From an optimization exercise on the open Yosys and OpenROAD flow, aimed at small area and a short achievable clock period; shortcuts taken in it are not production practice. The RTL was checked by simulation tests, not by an equivalence proof against the original design. Power is estimated from default activity; no workload was simulated.

== nickel ==
## top
module top(
	input wire clk,
	input wire rst,
	input wire [2:0] left,
	input wire [2:0] right,
	output wire [9:0] tmds_ch0,
	output wire [9:0] tmds_ch1,
	output wire [9:0] tmds_ch2,
	output wire [5:0] leds
);
Size: roughly 1200 cells after synthesis, ~210 flip-flops, about 44 I/O pins, about 10000 um2 of cells after synthesis.
Settings: LEC_CHECK=0, CAP_MARGIN=20, CORE_MARGIN=2, CORE_UTILIZATION=40, CTS_BUF_LIST=sky130_fd_sc_hd__clkbuf_8, CTS_CLUSTER_DIAMETER=60, CTS_CLUSTER_SIZE=16, PLACE_DENSITY=0.6, SLEW_MARGIN=20; clock period 14.0 ns.
standard.sh (not shown) runs the stock make flow with config.mk's settings and CLKGATE_MAP_FILE= SYNTH_SCRIPT=/design/flow/synth_recipe.tcl, a recipe that flattens the netlist after the stock synthesis.
==> flow/flow/run.sh <==
#!/bin/bash
# The standard layout (standard.sh: ORFS with the standard flow's synthesis script
# and steps), with these changes:
#  - synthesis maps the logic with flow/abc.script, an area-oriented ABC
#    script, in place of ORFS's abc_speed.script (a copy of ORFS's scripts
#    folder with that one file replaced), and without the adder step
#    (ADDER_MAP_FILE empty), so ABC maps all of the logic. The registers
#    and their names are those of the standard synthesis;
#  - the port buffers are sky130_fd_sc_hd__buf_2 rather than the cell
#    buffer_ports picks by itself (a slow clkdlybuf4s50_1).
# ORFS's own logs are under orfs/logs; make's output is in flow_standard.log.
set -euo pipefail
cd "$(dirname "$0")/.."
rm -rf scripts_abc
cp -r "$FLOW_HOME/scripts" scripts_abc
cp flow/abc.script scripts_abc/abc_speed.script
export BUFFER_PORTS_ARGS="-buffer_cell sky130_fd_sc_hd__buf_2"
bash standard.sh SCRIPTS_DIR="$PWD/scripts_abc" ADDER_MAP_FILE= finish > flow_standard.log 2>&1
==> flow/flow/abc.script <==
strash
&get -n
&st
&dch -f
&nf -R 1000
&put
mfs2 -a
strash
&get -n
&st
&dch -f
&nf -R 1000
&put
mfs2 -a
strash
&get -n
&st
&dch -f
&nf -R 1000
&put
mfs2 -a
strash
&get -n
&st
&dch -f
&nf -R 1000
&put
topo
[inputs] quartz vs nickel
==> flow/flow/run.sh <==
#!/bin/bash
# The standard layout (standard.sh: ORFS with the standard flow's synthesis script
# and steps), with these changes:
#  - synthesis maps the logic with flow/abc.script, an area-oriented ABC
#    script, in place of ORFS's abc_speed.script (a copy of ORFS's scripts
#    folder with that one file replaced), and without the adder step
#    (ADDER_MAP_FILE empty), so ABC maps all of the logic. The registers
#    and their names are those of the standard synthesis;
#  - the port buffers are sky130_fd_sc_hd__buf_2 rather than the cell
#    buffer_ports picks by itself (a slow clkdlybuf4s50_1).
#  - clock tree synthesis inserts no dummy loads.
# ORFS's own logs are under orfs/logs; make's output is in flow_standard.log.
set -euo pipefail
cd "$(dirname "$0")/.."
rm -rf scripts_abc
cp -r "$FLOW_HOME/scripts" scripts_abc
cp flow/abc.script scripts_abc/abc_speed.script
export BUFFER_PORTS_ARGS="-buffer_cell sky130_fd_sc_hd__buf_1"
export CTS_ARGS="-sink_clustering_enable -repair_clock_nets -sink_clustering_size 16 -sink_clustering_max_diameter 60 -buf_list sky130_fd_sc_hd__clkbuf_8 -dont_use_dummy_load"
bash standard.sh SCRIPTS_DIR="$PWD/scripts_abc" ADDER_MAP_FILE= SETUP_SLACK_MARGIN=8.2 finish > flow_standard.log 2>&1
Findings:
- Higher initial antenna violation count among quartz and nickel: nickel
- Number of global-route vias before repair: nickel vs quartz, no meaningful difference
- Diff quartz..nickel | async set-or-reset flop fraction in the synthesized netlist | unchanged
- [diff] internal power, quartz relative to nickel: improvement
- Compared with nickel, quartz ends up with more cell area.
The inputs of harbor differ from those of quartz as listed below.
-- flow/flow/run.sh --
<<< quartz, line 16
cp -r "$FLOW_HOME/scripts" scripts_abc
cp flow/abc.script scripts_abc/abc_speed.script
export BUFFER_PORTS_ARGS="-buffer_cell sky130_fd_sc_hd__buf_1"
export CTS_ARGS="-sink_clustering_enable -repair_clock_nets -sink_clustering_size 16 -sink_clustering_max_diameter 60 -buf_list sky130_fd_sc_hd__clkbuf_8 -dont_use_dummy_load"
bash standard.sh SCRIPTS_DIR="$PWD/scripts_abc" ADDER_MAP_FILE= SETUP_SLACK_MARGIN=8.2 finish > flow_standard.log 2>&1
>>> harbor, line 16
cp -r "$FLOW_HOME/scripts" scripts_abc
cp flow/abc.script scripts_abc/abc_speed.script
export BUFFER_PORTS_ARGS="-buffer_cell sky130_fd_sc_hd__buf_2"
export CTS_ARGS="-sink_clustering_enable -repair_clock_nets -sink_clustering_size 16 -sink_clustering_max_diameter 60 -buf_list sky130_fd_sc_hd__clkbuf_8 -dont_use_dummy_load"
bash standard.sh SCRIPTS_DIR="$PWD/scripts_abc" ADDER_MAP_FILE= SETUP_SLACK_MARGIN=8.2 finish > flow_standard.log 2>&1
On combinational cell fraction of total power: harbor sits above quartz.
Delta(part of the total power dissipated in sequential elements, harbor - quartz) > 0
As far as insertion delay to the later sink of the worst-skew pair is concerned, quartz and harbor perform about the same.
Delta (harbor minus quartz): register-to-register slack stayed essentially flat; final non-filler cell area rose by about 0.4%; met3 routed wirelength fell by 69 um; global routing met3 resource utilization rose by 0.38 points.
Compared with quartz, harbor shows a final routed wirelength across all metal layers that is 380 um lower.
Master of the slowest instance on the critical path: sky130_fd_sc_hd__buf_6 -> quartz, sky130_fd_sc_hd__buf_12 -> harbor
For zinc, these inputs were changed with respect to harbor:
==> flow/flow/run.sh <==
#!/bin/bash
# The standard layout (standard.sh: ORFS with the standard flow's synthesis script
# and steps), with these changes:
#  - synthesis maps the logic with flow/abc.script, an area-oriented ABC
#    script, in place of ORFS's abc_speed.script (a copy of ORFS's scripts
#    folder with that one file replaced), and without the adder step
#    (ADDER_MAP_FILE empty), so ABC maps all of the logic. The registers
#    and their names are those of the standard synthesis;
#  - the port buffers are sky130_fd_sc_hd__buf_1 rather than the cell
#    buffer_ports picks by itself (a slow clkdlybuf4s50_1).
#  - clock tree synthesis inserts no dummy loads;
#  - repair_timing aims for 8.2 ns of setup slack (SETUP_SLACK_MARGIN), so
#    it sizes up the few gates and buffers on the longest paths.
# ORFS's own logs are under orfs/logs; make's output is in flow_standard.log.
set -euo pipefail
cd "$(dirname "$0")/.."
rm -rf scripts_abc
cp -r "$FLOW_HOME/scripts" scripts_abc
cp flow/abc.script scripts_abc/abc_speed.script
export BUFFER_PORTS_ARGS="-buffer_cell sky130_fd_sc_hd__buf_1"
export CTS_ARGS="-sink_clustering_enable -repair_clock_nets -sink_clustering_size 16 -sink_clustering_max_diameter 60 -buf_list sky130_fd_sc_hd__clkbuf_8 -dont_use_dummy_load"
bash standard.sh SCRIPTS_DIR="$PWD/scripts_abc" ADDER_MAP_FILE= SETUP_SLACK_MARGIN=8.2 finish > flow_standard.log 2>&1
## What came out
- Looking at post-route total power across both flows, zinc is the weaker of the two, with harbor ahead.
- Re count of distinct cell types in the synthesized netlist: no difference whatsoever between zinc and harbor.
- As far as post-route worst setup slack is concerned, zinc and harbor perform about the same.
- harbor → zinc: register-to-register slack stayed essentially flat, buffer count excluding the clock tree in the final layout -3, initial standard-cell utilization of the core comparable, growth of design area from synthesis to finish now smaller, finished layout cell area lost 0.42%.
- zinc -> harbor: layout net count flat
- ~same overall track demand over capacity in global routing in zinc and harbor
- Sort zinc and harbor by remaining max-slew budget at the tightest pin, descending, and harbor comes first.
--- input diff zinc..juniper ---
- removing CTS_CLUSTER_SIZE (formerly 16)
- removing CTS_CLUSTER_DIAMETER (formerly 60)
- changing CORE_UTILIZATION from 40 to 60
- changing PLACE_DENSITY from 0.6 to 0.8
- removing CTS_BUF_LIST (formerly sky130_fd_sc_hd__clkbuf_8)
Results
On overall fraction of global-route tracks in use, the lower figure sits with zinc, not juniper.
Relative to zinc, hold slack has increased by 0.010 ns in juniper.
Post-route fraction of the period consumed by the critical path across juniper and zinc: no real change.
Re number of endpoints with negative hold slack in the final report: no difference whatsoever between juniper and zinc.
Core outline area for juniper: about 33% down relative to zinc
juniper leaves more setup margin than zinc.
Fraction of the core area covered by cells at the end of the flow, juniper and zinc, higher one = juniper.
Comparing juniper and zinc, first-iteration DRC count is higher on juniper.
Die area ended up 8500 um2 lower on juniper than on zinc.
Compare juniper and zinc | normalized max-slew margin lower: juniper
diff inputs: juniper => amber
- CTS_CLUSTER_DIAMETER now 60, previously not set
- CTS_CLUSTER_SIZE now 16, previously not set
- CTS_BUF_LIST now sky130_fd_sc_hd__clkbuf_8, previously not set
- CORE_UTILIZATION now 40, was 60
- PLACE_DENSITY now 0.6, was 0.8
==> flow/flow/run.sh <==
#!/bin/bash
# The standard layout (standard.sh: ORFS with the standard flow's synthesis script
# and steps), with these changes:
#  - synthesis maps the logic with flow/abc.script, an area-oriented ABC
#    script, in place of ORFS's abc_speed.script (a copy of ORFS's scripts
#    folder with that one file replaced), and without the adder step
#    (ADDER_MAP_FILE empty), so ABC maps all of the logic. The registers
#    and their names are those of the standard synthesis;
#  - the port buffers are sky130_fd_sc_hd__buf_2 rather than the cell
#    buffer_ports picks by itself (a slow clkdlybuf4s50_1).
#  - clock tree synthesis inserts no dummy loads.
# ORFS's own logs are under orfs/logs; make's output is in flow_standard.log.
set -euo pipefail
cd "$(dirname "$0")/.."
rm -rf scripts_abc
cp -r "$FLOW_HOME/scripts" scripts_abc
cp flow/abc.script scripts_abc/abc_speed.script
export BUFFER_PORTS_ARGS="-buffer_cell sky130_fd_sc_hd__buf_2"
export CTS_ARGS="-sink_clustering_enable -repair_clock_nets -sink_clustering_size 16 -sink_clustering_max_diameter 60 -buf_list sky130_fd_sc_hd__clkbuf_8 -dont_use_dummy_load"
bash standard.sh SCRIPTS_DIR="$PWD/scripts_abc" ADDER_MAP_FILE= finish > flow_standard.log 2>&1
==> comparison <==
- Compared with juniper, in amber fraction of final layout cells sized beyond drive strength 1 moved up; combinational share of power fell by 0.3 points; sequential power share saw a decrease.
- Compared with juniper, amber shows a critical path's largest stage delay that is 0.50 ns higher.
- Re synthesized cell count: no difference whatsoever between juniper and amber.
- amber finished end to end and its layout was clean on timing, DRC and antenna.
- Comparing amber and juniper, the higher total number of vias is on juniper.
- Delta(worst path setup slack after routing, amber - juniper) < 0
- amber does worse than juniper on area of the die.
- Against juniper, amber reports a ratio of final minimum period to clock period that is higher.

[separate check: timing with driven ports]
The flow's constraints put no driver on any port. The routed layouts listed below were extracted and timed again, unchanged, in two steps.
Step 1, drivers: a clkbuf_16 drives clk and a buf_2 each remaining input, both assumed.
Step 2 also shifts input and output timing later by t, the mid clock arrival at the registers, as if the neighbouring blocks saw the same clock.
Slacks: ideal / step 1 / step 2; pairs: ideal / step 1.
| run | t, ns | setup WS [ns] | worst setup path at the end |
|---|---|---|---|
| nickel | 0.571 | 7.999 / 7.956 / 8.004 | input to output |
| quartz | 0.556 | 8.183 / 8.119 / 8.119 | input to output |
| harbor | 0.552 | 8.181 / 8.121 / 8.046 | input to register |
| zinc | 0.556 | 8.183 / 8.119 / 8.119 | input to output |
| juniper | 0.537 | 8.190 / 8.135 / 8.135 | input to output |
| amber | 0.552 | 8.031 / 7.988 / 7.997 | input to output |
After both steps setup and hold are still met in every run listed. The setup slack of harbor, which loses most, moves by -0.060 ns with the drivers and by -0.135 ns with both steps.
